Source: an optimization exercise on an open RTL-to-GDS flow (aim: small area). Production flows keep margins and buffers that such runs may drop.
Function was checked by simulation only, so behaviour that the tests miss may differ from the original.

== try-tundra ==
## svpwm_top
module svpwm_top (
    input  wire               clk,
    input  wire               rst_n,
    input  wire [31:0]        phase_step,
    input  wire signed [15:0] amplitude,
    input  wire signed [15:0] t_period_cnt,
    output wire [2:0]         sectors,
    output wire [15:0]        t1,
    output wire [15:0]        t2,
    output wire signed [15:0] va,
    output wire signed [15:0] vb,
    output wire signed [15:0] vc,
    output wire               pwm_a,
    output wire               pwm_b,
    output wire               pwm_c
);
    sine_wave u_sine (
        .clk        (clk),
        .rst_n      (rst_n),
        .phase_step (phase_step),
        .amplitude  (amplitude),
        .sectors    (sectors),
        .t1         (t1),
        .t2         (t2),
        .va         (va),
        .vb         (vb),
        .vc         (vc)
    );
    sv_out u_pwm (
        .clk          (clk),
        .rst_n        (rst_n),
        .t1_in        (t1),
        .t2_in        (t2),
        .sector_in    (sectors),
        .t_period_cnt (t_period_cnt),
        .pwm_a        (pwm_a),
        .pwm_b        (pwm_b),
        .pwm_c        (pwm_c)
    );
endmodule
Size in the first run: about 6100 cells after synthesis, ~150 I/O pins, ~57000 um^2 of cells after synthesis.
Settings: LEC_CHECK=0, CAP_MARGIN=40, CORE_MARGIN=2, CORE_UTILIZATION=60, SLEW_MARGIN=20, SYNTH_HIERARCHICAL=1, SYNTH_MEMORY_MAX_BITS=65536; clock period 25.0 ns.
run.sh (not shown) runs the stock make flow with config.mk's settings and CLKGATE_MAP_FILE= SYNTH_SCRIPT=/design/flow/synth_recipe.tcl, a recipe that flattens the netlist after the stock synthesis.
Setup changes, try-tundra to try-indigo
==> flow/flow/run.sh (new file) <==
#!/bin/bash
# Layout flow: the standard flow, with one extra step after the floorplan
# that maps every logic cell to the smallest drive strength of its function
# (synthesis picks larger ones than the relaxed clock needs). The placement,
# clock-tree and routing steps that follow size up again wherever timing,
# slew or capacitance need it. Each step's full output goes to its own log.
set -euo pipefail
bash standard.sh synth > synth.log 2>&1
bash standard.sh floorplan > floorplan.log 2>&1
R=orfs/results/${FLOW_PLATFORM}/svpwm_top/base
openroad -no_init -exit -threads ${NUM_CORES:-4} flow/downsize.tcl > downsize.log 2>&1
bash standard.sh finish > finish.log 2>&1
==> flow/flow/downsize.tcl (new file) <==
# Swap each logic cell of the floorplan to the drive-strength variant of
# smallest area with the same function and pins. Flip-flops keep their type
# (only the drive strength changes); buffers, clock cells, tie, tap and fill
# cells are left alone.
set results "orfs/results/$::env(FLOW_PLATFORM)/svpwm_top/base"
read_db $results/2_floorplan.odb
set db [ord::get_db]
set block [ord::get_db_block]
set swapped 0
set saved 0
foreach inst [$block getInsts] {
  set master [$inst getMaster]
  set name [$master getName]
  if {![regexp {^(sky130_fd_sc_hd__[a-z0-9]+)_([0-9]+)$} $name -> base size]} { continue }
  if {[regexp {buf|clk|conb|tap|fill|decap|diode|dly} $base]} { continue }
  set best $master
  set best_area [expr {[$master getWidth] * [$master getHeight]}]
  foreach s {0 1 2} {
    if {$s >= $size} { break }
    set m [$db findMaster "${base}_$s"]
    if {$m == "NULL"} { continue }
    set a [expr {[$m getWidth] * [$m getHeight]}]
    if {$a < $best_area} { set best $m; set best_area $a }
  }
  if {$best != $master} {
    set saved [expr {$saved + [$master getWidth] * [$master getHeight] - $best_area}]
    $inst swapMaster $best
    incr swapped
  }
}
puts "downsize: swapped $swapped instances, saved [expr {$saved / 1e6}] um^2"
write_db $results/2_floorplan.odb
==> flow/standard.sh (new file) <==
#!/bin/bash
# synth_recipe.tcl (not shown) runs the flow's synth.tcl, then flattens the netlist and writes it again
# the make line also repeats each setting of config.mk as NAME=value (left out here)
make -C /OpenROAD-flow-scripts/flow DESIGN_CONFIG=/design/flow/config.mk WORK_HOME=/design/flow/orfs CLKGATE_MAP_FILE= SYNTH_SCRIPT=/design/flow/synth_recipe.tcl "${@:-finish}"
removed: flow/run.sh
==> comparison <==
Both conditions hold for try-indigo: the flow ran to the end and the final layout passed the timing, DRC and antenna checks. From try-tundra to try-indigo the numbers moved as follows: number of non-clock inverters essentially unchanged; number of violations reported at the end of detailed-routing iteration 0 rose by about 18%; critical path depth now sits higher; highest cell delay on the worst timing path increased 0.03 ns. Relative to try-tundra, final instance area decreased by 6.8% in try-indigo. When the final numbers for try-indigo and try-tundra were put side by side, the global-route usage turned out to be greater in try-tundra. Per the comparison of try-indigo with try-tundra, data arrival at the endpoint of the critical path went down 0.08 ns; data required time at the worst endpoint went up 0.03 ns. Master of the slowest instance on the critical path = sky130_fd_sc_hd__clkdlybuf4s50_1: try-indigo; master of the slowest instance on the critical path = sky130_fd_sc_hd__fa_1: try-tundra.

[static timing again, ports no longer ideal]
The flow's constraints put no driver on any port. The routed layouts listed below were extracted and timed again, unchanged, in two steps. Step 1, drivers: a clkbuf_16 drives clk and a buf_2 each remaining input, both assumed. Step 2, shift: input delay + t, output delay - t, t = (earliest + latest rising clock arrival at the registers) / 2. This alone moves slack from input paths to output paths. a / b / c = no drivers / after step 1 / after step 2; a / b = the first two.
run	t (ns)	setup slack, ns	worst slew at a driven data input, ns	pins driven straight from the clock port
try-tundra	0.538	1.159 / 1.200 / 0.662	0.05	1
try-indigo	0.557	1.263 / 1.299 / 0.742	0.05	1
After both steps every run listed still meets setup and hold. The setup slack of try-indigo, which loses most, moves by +0.036 ns with the drivers and by -0.521 ns with both steps.
